This design comes from an exercise in tuning for small area on the open sky130 flow, not from production work. At most, simulation tests tie the RTL to the original design; equivalence was not proved. No activity file was given, so power comes from the tool's default toggle rates.

Setup of the baseline:
==> flow/design.v <==
module rst_cipher(
   input clk
  ,input rst_n
  ,input ptxt_valid
  ,input [11:0][7:0] key
  ,input [7:0] ptxt_char
  ,output [15:0] ctxt_str
  ,output reg ctxt_ready
  ,output reg err_invalid_ptxt_char
  ,output reg err_invalid_key
  ,output reg key_not_installed
);
  function automatic valid_char(input [7:0] c);
    valid_char = !c[7] && (c[6] ? (c[4:0] != 5'd0 && c[4:0] <= 5'd26)
                                : (c[5] && c[4] && c[3:0] <= 4'd9));
  endfunction
  function automatic [5:0] rowcol(input [5:0] k);
    case (k)
      6'd16: rowcol = 6'b001010;
      6'd17: rowcol = 6'b001100;
      6'd18: rowcol = 6'b001001;
      6'd19: rowcol = 6'b001110;
      6'd20: rowcol = 6'b110000;
      6'd21: rowcol = 6'b110101;
      6'd22: rowcol = 6'b110010;
      6'd23: rowcol = 6'b110100;
      6'd24: rowcol = 6'b110001;
      6'd25: rowcol = 6'b110110;
      6'd33: rowcol = 6'b000000;
      6'd34: rowcol = 6'b000101;
      6'd35: rowcol = 6'b000010;
      6'd36: rowcol = 6'b000100;
      6'd37: rowcol = 6'b000001;
      6'd38: rowcol = 6'b000110;
      6'd39: rowcol = 6'b101000;
      6'd40: rowcol = 6'b101101;
      6'd41: rowcol = 6'b101010;
      6'd42: rowcol = 6'b101100;
      6'd43: rowcol = 6'b101001;
      6'd44: rowcol = 6'b101110;
      6'd45: rowcol = 6'b010000;
      6'd46: rowcol = 6'b010101;
      6'd47: rowcol = 6'b010010;
      6'd48: rowcol = 6'b010100;
      6'd49: rowcol = 6'b010001;
      6'd50: rowcol = 6'b010110;
      6'd51: rowcol = 6'b100000;
      6'd52: rowcol = 6'b100101;
      6'd53: rowcol = 6'b100010;
      6'd54: rowcol = 6'b100100;
      6'd55: rowcol = 6'b100001;
      6'd56: rowcol = 6'b100110;
      6'd57: rowcol = 6'b001000;
      6'd58: rowcol = 6'b001101;
      default: rowcol = 6'd0;
    endcase
  endfunction
  wire [11:0] kval;
  wire [65:0][1:0] differ;
  genvar gi, gj;
  generate
    for (gi = 0; gi < 12; gi = gi + 1) begin : g_val
      assign kval[gi] = valid_char(key[gi]);
    end
    for (gi = 0; gi < 12; gi = gi + 1) begin : g_a
      for (gj = gi + 1; gj < 12; gj = gj + 1) begin : g_b
        char_eq u_eq (
          .a(key[gi][6:0]), .an(~key[gi][6:0]),
          .b(key[gj][6:0]), .bn(~key[gj][6:0]),
          .ne(differ[gi * (23 - gi) / 2 + gj - gi - 1])
        );
      end
    end
  endgenerate
  reg distinct;
  integer p;
  always @(*) begin
    distinct = 1'b1;
    for (p = 0; p < 66; p = p + 1)
      distinct = distinct & (|differ[p]);
  end
  wire kv = (&kval) & distinct;
  wire pv = valid_char(ptxt_char);
  reg installed;
  reg rot2;                
  reg [1:0] rot3;          
  reg [5:0][6:0] trow;     
  reg [5:0][6:0] tcol;     
  reg [2:0] crow, ccol;    
  wire sub = pv & ptxt_valid & installed;
  wire [5:0] rc = rowcol({ptxt_char[6], ptxt_char[4:0]});
  always @(posedge clk or negedge rst_n)
    if (!rst_n) begin
      ctxt_ready <= 1'b0;
      err_invalid_key <= 1'b0;
      err_invalid_ptxt_char <= 1'b0;
      key_not_installed <= 1'b1;
      installed <= 1'b0;
      rot2 <= 1'b0;
      rot3 <= 2'd0;
    end else begin
      ctxt_ready <= sub;
      err_invalid_key <= !kv;
      err_invalid_ptxt_char <= !pv;
      key_not_installed <= !installed;
      if (kv) installed <= 1'b1;
      if (sub) begin
        rot2 <= !rot2;
        rot3 <= {rot3[0], !rot3[0] & !rot3[1]};
      end
    end
  always @(posedge clk) begin
    if (!installed) begin
      trow <= {key[5][6:0], key[7][6:0], key[3][6:0], key[9][6:0], key[1][6:0], key[11][6:0]};
      tcol <= {key[4][6:0], key[6][6:0], key[2][6:0], key[8][6:0], key[0][6:0], key[10][6:0]};
    end
    crow <= rc[5:3];
    ccol <= rc[2:0];
  end
  ctxt_out u_out (
    .trow(trow), .tcol(tcol), .crow(crow), .ccol(ccol), .rot2(rot2), .rot3(rot3),
    .rdy(ctxt_ready),
    .ctxt_str(ctxt_str)
  );
endmodule
module char_eq (
   input [6:0] a
  ,input [6:0] an
  ,input [6:0] b
  ,input [6:0] bn
  ,output [1:0] ne
);
  wire [6:0] same = ~((a | b) & (an | bn));
  assign ne = {~&same[6:4], ~&same[3:0]};
endmodule
module ctxt_out (
   input [5:0][6:0] trow
  ,input [5:0][6:0] tcol
  ,input [2:0] crow
  ,input [2:0] ccol
  ,input rot2
  ,input [1:0] rot3
  ,input rdy
  ,output [15:0] ctxt_str
);
  function automatic [1:0] sub3(input [1:0] a, input [1:0] b);
    case ({a, b})
      4'b0000, 4'b0101, 4'b1010: sub3 = 2'd0;
      4'b0100, 4'b1001, 4'b0010: sub3 = 2'd1;
      default:                   sub3 = 2'd2;
    endcase
  endfunction
  function automatic [5:0] lines(input [2:0] a, input k2, input [1:0] k3,
                                 input en);
    reg e;
    reg [1:0] s;
    integer p;
    e = a[2] ^ k2;
    s = sub3(a[1:0], k3);
    for (p = 0; p < 6; p = p + 1)
      lines[p] = en & (e != p[0]) & (s == (p % 3 + 2) % 3);
  endfunction
  function automatic [6:0] sel(input [5:0][6:0] t, input [5:0] l);
    integer i;
    sel = 7'd0;
    for (i = 0; i < 6; i = i + 1)
      sel = sel | (t[i] & {7{l[i]}});
  endfunction
  assign ctxt_str = {1'b0, sel(trow, lines(crow, rot2, rot3, rdy)), 1'b0, sel(tcol, lines(ccol, rot2, rot3, rdy))};
endmodule
export LEC_CHECK = 0
export CAP_MARGIN = 20
export CORE_MARGIN = 2
export CORE_UTILIZATION = 35
export SLEW_MARGIN = 20
export SYNTH_HIERARCHICAL = 1
export SYNTH_MINIMUM_KEEP_SIZE = 0
create_clock -name core_clock -period 6.0 [get_ports {clk}]
standard.sh (not shown) runs the stock make flow with config.mk's settings and CLKGATE_MAP_FILE= SYNTH_SCRIPT=/design/flow/synth_recipe.tcl, a recipe that flattens the netlist after the stock synthesis.
==> flow/flow/run.sh <==
#!/bin/bash
# Layout flow: the standard ORFS flow with two changes:
#  - synthesis maps with an area-oriented ABC script (flow/abc.script)
#  - port buffers are sky130_fd_sc_hd__buf_1 cells
#  - clock tree: small clock buffers, no dummy loads
set -uo pipefail
W=$(pwd)
export MY_ABC_SCRIPT=$W/flow/abc.script
export CTS_ARGS="-sink_clustering_enable -repair_clock_nets -dont_use_dummy_load -buf_list sky130_fd_sc_hd__clkbuf_4 -root_buf sky130_fd_sc_hd__clkbuf_8"
make -C "$FLOW_HOME" DESIGN_CONFIG="$FLOW_CONFIG" WORK_HOME="$W/orfs" \
  CLKGATE_MAP_FILE= SYNTH_SCRIPT="$W/flow/synth.tcl" \
  BUFFER_PORTS_ARGS="-buffer_cell sky130_fd_sc_hd__buf_1" \
  finish > "$W/make.log" 2>&1
status=$?
R=$W/orfs/results/$FLOW_PLATFORM/rst_cipher/base
if [[ -f $R/6_final.odb ]]; then
  : # left out here: write the final layout as DEF
fi
exit $status
==> flow/flow/abc.script <==
&get -n
&st
&dch -f
&nf -a -R 1000
&put
topo
==> flow/flow/synth.tcl <==
# The standard flow's synthesis (synth_recipe.tcl), except that technology mapping runs
# the ABC script in MY_ABC_SCRIPT (area-oriented, no buffering or sizing)
proc synth {args} { yosys synth -nofsm -noshare {*}$args }
proc abc {args} {
  set i [lsearch -exact $args -script]
  if {$i >= 0 && [info exists ::env(MY_ABC_SCRIPT)]} {
    lset args [expr {$i + 1}] $::env(MY_ABC_SCRIPT)
  }
  puts "abc with: $args"
  yosys abc {*}$args
}
source $::env(SCRIPTS_DIR)/synth.tcl
# left out here: clear keep_hierarchy, flatten, clean up, hide names made inside functions, write 1_2_yosys.v
The baseline ended with every stage complete and zero timing, DRC or antenna violations.
> inputs changed (the baseline -> the candidate)
-- flow/design.v --
<<< the baseline, line 14
    valid_char = !c[7] && (c[6] ? (c[4:0] != 5'd0 && c[4:0] <= 5'd26)
                                : (c[5] && c[4] && c[3:0] <= 4'd9));
  endfunction
  function automatic [5:0] rowcol(input [5:0] k);
>>> the candidate, line 14
    valid_char = !c[7] && (c[6] ? (c[4:0] != 5'd0 && c[4:0] <= 5'd26)
                                : (c[5] && c[4] && c[3:0] <= 4'd9));
  endfunction
  function automatic [5:0] enc(input [7:0] c);
    enc[5] = c[6] ? c[5] : (c[3] ? c[0] : c[2]);
    enc[4] = c[4];
    enc[3] = c[3] | !c[6];
    enc[2] = c[6] ? c[2] : !c[3];
    enc[1] = c[1] | (!c[6] & c[3]);
    enc[0] = c[0] | (!c[6] & c[3]);
  endfunction
  function automatic [5:0] rowcol(input [5:0] k);
<<< the baseline, line 57
  endfunction
  wire [11:0] kval;
  wire [65:0][1:0] differ;
  genvar gi, gj;
>>> the candidate, line 65
  endfunction
  wire [11:0] kval;
  wire [11:0][5:0] kc;
  wire [65:0][1:0] differ;
  genvar gi, gj;
<<< the baseline, line 62
    for (gi = 0; gi < 12; gi = gi + 1) begin : g_val
      assign kval[gi] = valid_char(key[gi]);
    end
    for (gi = 0; gi < 12; gi = gi + 1) begin : g_a
      for (gj = gi + 1; gj < 12; gj = gj + 1) begin : g_b
        char_eq u_eq (
          .a(key[gi][6:0]), .an(~key[gi][6:0]),
          .b(key[gj][6:0]), .bn(~key[gj][6:0]),
          .ne(differ[gi * (23 - gi) / 2 + gj - gi - 1])
        );
>>> the candidate, line 71
    for (gi = 0; gi < 12; gi = gi + 1) begin : g_val
      assign kval[gi] = valid_char(key[gi]);
      assign kc[gi] = enc(key[gi]);
    end
    for (gi = 0; gi < 12; gi = gi + 1) begin : g_a
      for (gj = gi + 1; gj < 12; gj = gj + 1) begin : g_b
        char_eq u_eq (
          .a(kc[gi]), .an(~kc[gi]), .b(kc[gj]), .bn(~kc[gj]),
          .ne(differ[gi * (23 - gi) / 2 + gj - gi - 1])
        );
<<< the baseline, line 85
  reg rot2;                
  reg [1:0] rot3;          
  reg [5:0][6:0] trow;     
  reg [5:0][6:0] tcol;     
  reg [2:0] crow, ccol;    
  wire sub = pv & ptxt_valid & installed;
>>> the candidate, line 94
  reg rot2;                
  reg [1:0] rot3;          
  reg [5:0][5:0] trow;     
  reg [5:0][5:0] tcol;     
  reg [2:0] crow, ccol;    
  wire sub = pv & ptxt_valid & installed;
<<< the baseline, line 112
  always @(posedge clk) begin
    if (!installed) begin
      trow <= {key[5][6:0], key[7][6:0], key[3][6:0], key[9][6:0], key[1][6:0], key[11][6:0]};
      tcol <= {key[4][6:0], key[6][6:0], key[2][6:0], key[8][6:0], key[0][6:0], key[10][6:0]};
    end
    crow <= rc[5:3];
>>> the candidate, line 121
  always @(posedge clk) begin
    if (!installed) begin
      trow <= {kc[5], kc[7], kc[3], kc[9], kc[1], kc[11]};
      tcol <= {kc[4], kc[6], kc[2], kc[8], kc[0], kc[10]};
    end
    crow <= rc[5:3];
<<< the baseline, line 125
endmodule
module char_eq (
   input [6:0] a
  ,input [6:0] an
  ,input [6:0] b
  ,input [6:0] bn
  ,output [1:0] ne
);
  wire [6:0] same = ~((a | b) & (an | bn));
  assign ne = {~&same[6:4], ~&same[3:0]};
endmodule
module ctxt_out (
   input [5:0][6:0] trow
  ,input [5:0][6:0] tcol
  ,input [2:0] crow
  ,input [2:0] ccol
>>> the candidate, line 134
endmodule
module char_eq (
   input [5:0] a
  ,input [5:0] an
  ,input [5:0] b
  ,input [5:0] bn
  ,output [1:0] ne
);
  wire [5:0] same = ~((a | b) & (an | bn));
  assign ne = {~&same[5:3], ~&same[2:0]};
endmodule
module ctxt_out (
   input [5:0][5:0] trow
  ,input [5:0][5:0] tcol
  ,input [2:0] crow
  ,input [2:0] ccol
<<< the baseline, line 161
      lines[p] = en & (e != p[0]) & (s == (p % 3 + 2) % 3);
  endfunction
  function automatic [6:0] sel(input [5:0][6:0] t, input [5:0] l);
    integer i;
    sel = 7'd0;
    for (i = 0; i < 6; i = i + 1)
      sel = sel | (t[i] & {7{l[i]}});
  endfunction
  assign ctxt_str = {1'b0, sel(trow, lines(crow, rot2, rot3, rdy)), 1'b0, sel(tcol, lines(ccol, rot2, rot3, rdy))};
endmodule
>>> the candidate, line 170
      lines[p] = en & (e != p[0]) & (s == (p % 3 + 2) % 3);
  endfunction
  function automatic [5:0] sel(input [5:0][5:0] t, input [5:0] l);
    integer i;
    sel = 6'd0;
    for (i = 0; i < 6; i = i + 1)
      sel = sel | (t[i] & {6{l[i]}});
  endfunction
  function automatic [7:0] dec(input [5:0] e);
    reg dig, dig8;
    dig  = e[4] & e[3] & (e[2] | (e[1] & e[0]));
    dig8 = dig & !e[2];
    dec[7] = 1'b0;
    dec[6] = !dig & (e != 6'd0);
    dec[5] = dig | e[5];
    dec[4] = e[4];
    dec[3] = dig ? !e[2] : e[3];
    dec[2] = e[2] & (!dig | e[5]);
    dec[1] = e[1] & !dig8;
    dec[0] = dig8 ? e[5] : e[0];
  endfunction
  assign ctxt_str = {dec(sel(trow, lines(crow, rot2, rot3, rdy))), dec(sel(tcol, lines(ccol, rot2, rot3, rdy)))};
endmodule
[summary]
- When the final numbers for the candidate and the baseline were put side by side, the worst slack on hold paths turned out to be greater in the candidate.
- Measured against each other, the candidate and the baseline differ in overall global routing resource usage, the lower figure coming from the candidate.
- As of the candidate, number of filler instances in the final layout had fallen by a few percent compared to the baseline.
- Diff the baseline -> the candidate: total power fell about 0.34%, count of different cell masters after synthesis rose 4, power share of the clock group fell 2.9 points.
- Compared with the baseline, the candidate shows met2 routing resource usage after global routing lower by 12 points.
- Summary: leakage power total, the candidate worse than the baseline
- Of the candidate and the baseline, it is the candidate that has the lower portion of the post-synthesis area used by sequential elements.
The RTL of the baseline was laid out without a check of its function.

-- re-timing with driven ports --
In the flow no input, the clock included, has a driving cell. The finished layouts below were timed again as built, in two steps. Step 1 (the two cells are an assumption about what drives the block):
set clk [get_ports {clk}]
set_driving_cell -lib_cell sky130_fd_sc_hd__clkbuf_16 $clk
set_driving_cell -lib_cell sky130_fd_sc_hd__buf_2 [delete_from_list [all_inputs] $clk]
Step 2 times the ports against the registers' clock, not the clock port: input delays grow and output delays shrink by t, the midpoint of the rising clock arrivals with the driver on. Slacks: no drivers / after step 1 / after step 2; pairs: no drivers / after step 1.
| run | t, ns | setup WS [ns] | worst slew at a driven data input, ns |
|---|---|---|---|
| the baseline | 0.421 | 1.887 / 1.891 / 1.470 | 0.11 |
| the candidate | 0.381 | 1.431 / 1.394 / 1.376 | 0.05 |
After both steps every run listed still meets setup and hold. For the baseline, which loses most, drivers alone change the setup slack by +0.004 ns; drivers and shift together by -0.417 ns.
